Context: an optimization exercise on an open-source flow, tuned for small area, a short achievable clock period and few clock cycles. The choices shown serve that exercise and are no tape-out recipe. Only simulation tests tie the RTL to the original design; equivalence was not proved. Power is estimated from default activity; no workload was simulated.

File: flow/run.sh
#!/bin/bash
# synth_recipe.tcl (not shown) runs the flow's synth.tcl, then flattens the netlist and writes it again
# the make line also repeats each setting of config.mk as NAME=value (left out here)
make -C /OpenROAD-flow-scripts/flow DESIGN_CONFIG=/design/flow/config.mk WORK_HOME=/design/flow/orfs CLKGATE_MAP_FILE= SYNTH_SCRIPT=/design/flow/synth_recipe.tcl finish
File: flow/config.mk
export PLATFORM = sky130hd
export DESIGN_NAME = FloatToInt
export DESIGN_NICKNAME = FloatToInt
export VERILOG_FILES = /design/flow/design.v
export SDC_FILE = /design/flow/constraint.sdc
export NUM_CORES = 4
export LEC_CHECK = 0
export CAP_MARGIN = 20
export CORE_MARGIN = 2
export CORE_UTILIZATION = 40
export SLEW_MARGIN = 20
File: flow/constraint.sdc
create_clock -name core_clock -period 5.0 [get_ports {clk}]
set_input_delay 1.0000 -clock core_clock [delete_from_list [all_inputs] [get_ports {clk}]]
set_output_delay 1.0000 -clock core_clock [all_outputs]
set_load 0.01 [all_outputs]
File: flow/design.v
module FloatToInt(
	input clk, rst, inTrigger,
	input [31:0] inData,
	output outReady,
	output outException,
	output [63:0] outData
);
	wire isZero = inData == 0;
	wire isInvalid = inData[30:23] == 8'hFF;  
	wire isLessThenOne = inData[30:23] < 8'h7F;  
	reg ready;
	reg [63:0] result;
	reg nextBit;
	reg isNegative;
	reg exception;
	reg [7:0] exponent;
	reg [22:0] mantissa;
	wire [64:0] complement = ~result + 1;
	assign outData = isNegative ? {complement[64], complement[62:0]} : result[63:0];
	assign outException = exception;
	assign outReady = ready;
	wire skipConvert = isZero | isInvalid | isLessThenOne;
	always @ (posedge clk)
		begin
			if (rst)
				begin
					ready <= 1'b1;
					result <= 0;
					isNegative <= 1'b0;
					exception <= 1'b0;
				end
			else if (inTrigger)
				begin
					ready <= skipConvert;
					exception <= isInvalid;
					isNegative <= inData[31];
					exponent <= inData[30:23];
					mantissa <= inData[22:0];
					result <= isInvalid ? {1'b1, 63'h0} : 0;
					nextBit <= !skipConvert;
				end
			else if (!ready)
				begin
					ready <= exponent == 8'h7F;
					exponent <= exponent - 1'b1;
					result <= {result[62:0], nextBit};
					nextBit <= mantissa[22];
					mantissa <= {mantissa[21:0], 1'b0};
				end
		end
endmodule
==> flow_metrics.env <==
export IMPL_synth_area_um2=5280
export IMPL_diodes=0
export IMPL_finalInstanceArea_um2=6720
export IMPL_core_um2=12800
export IMPL_slew_headroom=0.276
export IMPL_first_global_vias=3825
export IMPL_grt_overflow_total=0
export IMPL_syn_area_per_cell_um2=10.0
export IMPL_peakVddDrop_uv=203
export IMPL_clockBufferDepth=2
export IMPL_crit_path_start_kind="register"
export IMPL_ys_seq_area_frac=0.436
export IMPL_die_area_um2=14100
export IMPL_grt_pass1_wl_um=18800
export IMPL_placed_area_um2=6400
export IMPL_area_growth_pct=27.4
export IMPL_sw_frac_of_total=0.221
export IMPL_detail_route_vias_per_cell=5.16
export IMPL_cts_resized=0
export IMPL_via_count=4054
export IMPL_max_freq_mhz=218
export IMPL_cts_tree="done"
export IMPL_drv_cap=0
export IMPL_timing_rr_start="ready"
export IMPL_syn_nets=564
export IMPL_finalHoldViolations=0
export IMPL_hold_path_class="reg -> reg"
export IMPL_p_int_mw=1.37
export IMPL_path_class="reg -> out"
export IMPL_arrival_ns=3.58
export IMPL_drive_gt1_frac=0.0962
export IMPL_critPathMaxFanout=10
export IMPL_rows=41
export IMPL_synth_flop_cell="dfxtp_1"
export IMPL_floorplan_initialDensity=0.413
export IMPL_finalCritPeriodShare=0.917
export IMPL_h_tree_depth=3
export IMPL_place_hpwl_um=7840
export IMPL_grt_max_degree=66
export IMPL_worst_slew_pin_slew_ns=1.09
export IMPL_rsz0062_at_grt="false"
export IMPL_drtIter0Drc=211
export IMPL_clkTransAtPathRegs_ns=0.07
export IMPL_antenna_found_initial=0
export IMPL_status="no timing/DRC/antenna violations"
export IMPL_reg2reg_depth=3
export IMPL_ys_seq_elements=99
export IMPL_finalMaxSlewViolations=0
export IMPL_min_from="exception"
export IMPL_ant_nets=0
export IMPL_required_ns=4.00
export IMPL_postCtsSetupBuffers=0
export IMPL_synth_edf_count=32
export IMPL_track_usage=0.164
export IMPL_wirelength_um=11200
export IMPL_setup_viol=0
export IMPL_die_w_um=119
export IMPL_io_pin_count=101
export IMPL_syn_instance_count=526
export IMPL_setup_tns_ns=0
export IMPL_p_switching_uw=388
export IMPL_power_per_cell_area_nw_per_um2=262
export IMPL_layout_min_cycle_time_ns=4.58
export IMPL_rr_endpoint="mantissa[13]"
export IMPL_cts_buffers=9
export IMPL_synth_cell_types=40
export IMPL_ctsHoldBuffers=0
export IMPL_clkSinkCount=99
export IMPL_port_buffers=100
export IMPL_nets=646
export IMPL_drt_pass1_iter_count=4
export IMPL_gp_congestion=0.768
export IMPL_seqPwrFrac=0.495
export IMPL_die_y_um=119
export IMPL_async_reset_ff_frac=0
export IMPL_p_clk_frac=0.424
export IMPL_insertion_delay_ns=0.35
export IMPL_leakagePower_nw=2.79
export IMPL_p_comb_frac=0.081
export IMPL_clock_root_buffer="clkbuf_16"
export IMPL_drcViolationCount=0
export IMPL_fin_skew_ns=0.00484
export IMPL_yosysWarnings=1
export IMPL_whs_endpoint="exception"
export IMPL_whs_path_depth=2
export IMPL_wl_per_cell_um=14.2
export IMPL_critPathCaptureType="primary output"
export IMPL_r2r_slack_ns=2.86
critical path: stages (launching register included):
cell and delay, ns:
dfxtp_1 0.36, or4_1 0.64, nor4_2 0.64, nand4_2 0.37, o41ai_1 0.47, xnor2_1 0.19
clkdlybuf4s50_1 0.57
cells in the mapped netlist (2+ instances only):
library cell,instances,share of area
or4_1,17,0.024
nand4_1,4,0.0047
nand3_1,8,0.0076
buf_1,7,0.0050
mux2_2,23,0.049
nand2_1,27,0.019
o41ai_2,2,0.0062
ha_1,3,0.0071
nor2_1,75,0.053
nor3_1,3,0.0028
nand2b_1,3,0.0036
inv_1,7,0.0050
or2_2,3,0.0036
xnor2_1,66,0.11
a21oi_1,5,0.0047
o31ai_1,18,0.026
o21ai_0,26,0.025
dfxtp_1,67,0.25
mux2i_1,64,0.12
nand4b_1,2,0.0033
o31ai_2,2,0.0047
o21ai_1,2,0.0019
o41ai_1,9,0.015
clkbuf_1,24,0.017
or3_1,7,0.0083
nor4_2,3,0.0071
edfxtp_1,32,0.18
nor4_1,5,0.0059
state kept, by name (all words and copies together), names as in the netlist:
signal	flops
result	64
mantissa	23
exponent	8
exception	1
isNegative	1
nextBit	1
ready	1
layout by cell type, fill, tap and decap left out, drive strengths merged, types with 5 or more instances in the layout:
master	instances
clkdlybuf4s50	100
nor2	75
dfxtp	67
xnor2	66
mux2i	64
edfxtp	32
o21ai	28
nand2	27
mux2	23
o31ai	20
or4	18
o41ai	12
clkbuf	10
nand3	8
inv	8
nor4	8
or3	7
buf	5
nand4	5
a21oi	5
final cells by class:
class | count | area [µm²]
clock buffer | 10 | 229
timing repair buffer | 105 | 1040
tap | 172 | 215
inverter | 7 | 26.3
sequential | 99 | 2310
clock inverter | 6 | 90.1
fill | 1185 | 6050
multi-input combinational | 386 | 2810
routing by layer:
metal  wire (µm)  track usage  share of wire  vias to the layer above
met4         116       0.0469          0.010                        0
met3         799       0.0680          0.071                       13
met5           0            0              0                        -
met2        5130        0.258           0.46                       90
li1            -            -              -                     2050
met1        5140        0.206           0.46                     1901
stage by stage:
step	power, mW	utilization	cells	hold slack (ns)	worst slack [ns]
2_1_floorplan	0.975	-	526	0.453	1.60
3_3_place_gp	1.03	0.501	769	0.459	0.836
3_5_place_dp	1.03	0.501	769	0.469	0.776
4_1_cts	1.79	0.526	785	0.488	0.391
5_1_grt	1.83	0.526	785	0.500	0.173
6_report	1.76	0.526	785	0.484	0.416
cell families (layout without fill, tap and decap cells):
group,count (synthesis),count (layout),synth area share
compound gates,68,68,0.0922
xor+xnor,67,67,0.111
fa+ha+maj,3,3,0.00711
buf+inv,41,128,0.0315
flops,99,99,0.436
mux,87,87,0.170
simple gates,161,161,0.151
power groups by stage:
stage / combinational, mW / sequential (mW) / clock (mW)
3_3_place_gp: 0.143 / 0.887 / 0
3_5_place_dp: 0.146 / 0.888 / 0
5_1_grt: 0.156 / 0.872 / 0.805
4_1_cts: 0.145 / 0.870 / 0.771
2_1_floorplan: 0.0974 / 0.878 / 0
6_report: 0.143 / 0.869 / 0.745
worst max path at each step:
stage	startpoint	end
global route	result[2]	outData[42]
finish	result[2]	outData[42]
floorplan	result[38]	outData[59]
CTS	result[2]	outData[42]
global placement	result[2]	outData[42]
detailed placement	result[2]	outData[42]
Testbench counts, summed over its fixed seeds: cycles 99,033.

==> afterwards: timing with drivers on the ports <==
How much do the figures lean on ideal ports? The routed layout below was timed once more, with nothing changed but the port constraints.
Step 1, drivers: a clkbuf_16 drives clk and a buf_2 each remaining input, both assumed.
Step 2 times the ports against the registers' clock, not the clock port: input delays grow and output delays shrink by t, the midpoint of the rising clock arrivals with the driver on.
a / b / c = ideal ports / drivers / drivers and shift; a / b = the first two.
t, ns: 0.386
setup WS [ns]: 0.416 / 0.378 / 0.764
hold slack, ns: 0.484 / 0.484 / 0.484
clock arrival spread, ns: 0.008 / 0.008
After both steps this run still meets setup and hold. For this run, drivers alone change the setup slack by -0.038 ns; drivers and shift together by +0.348 ns.
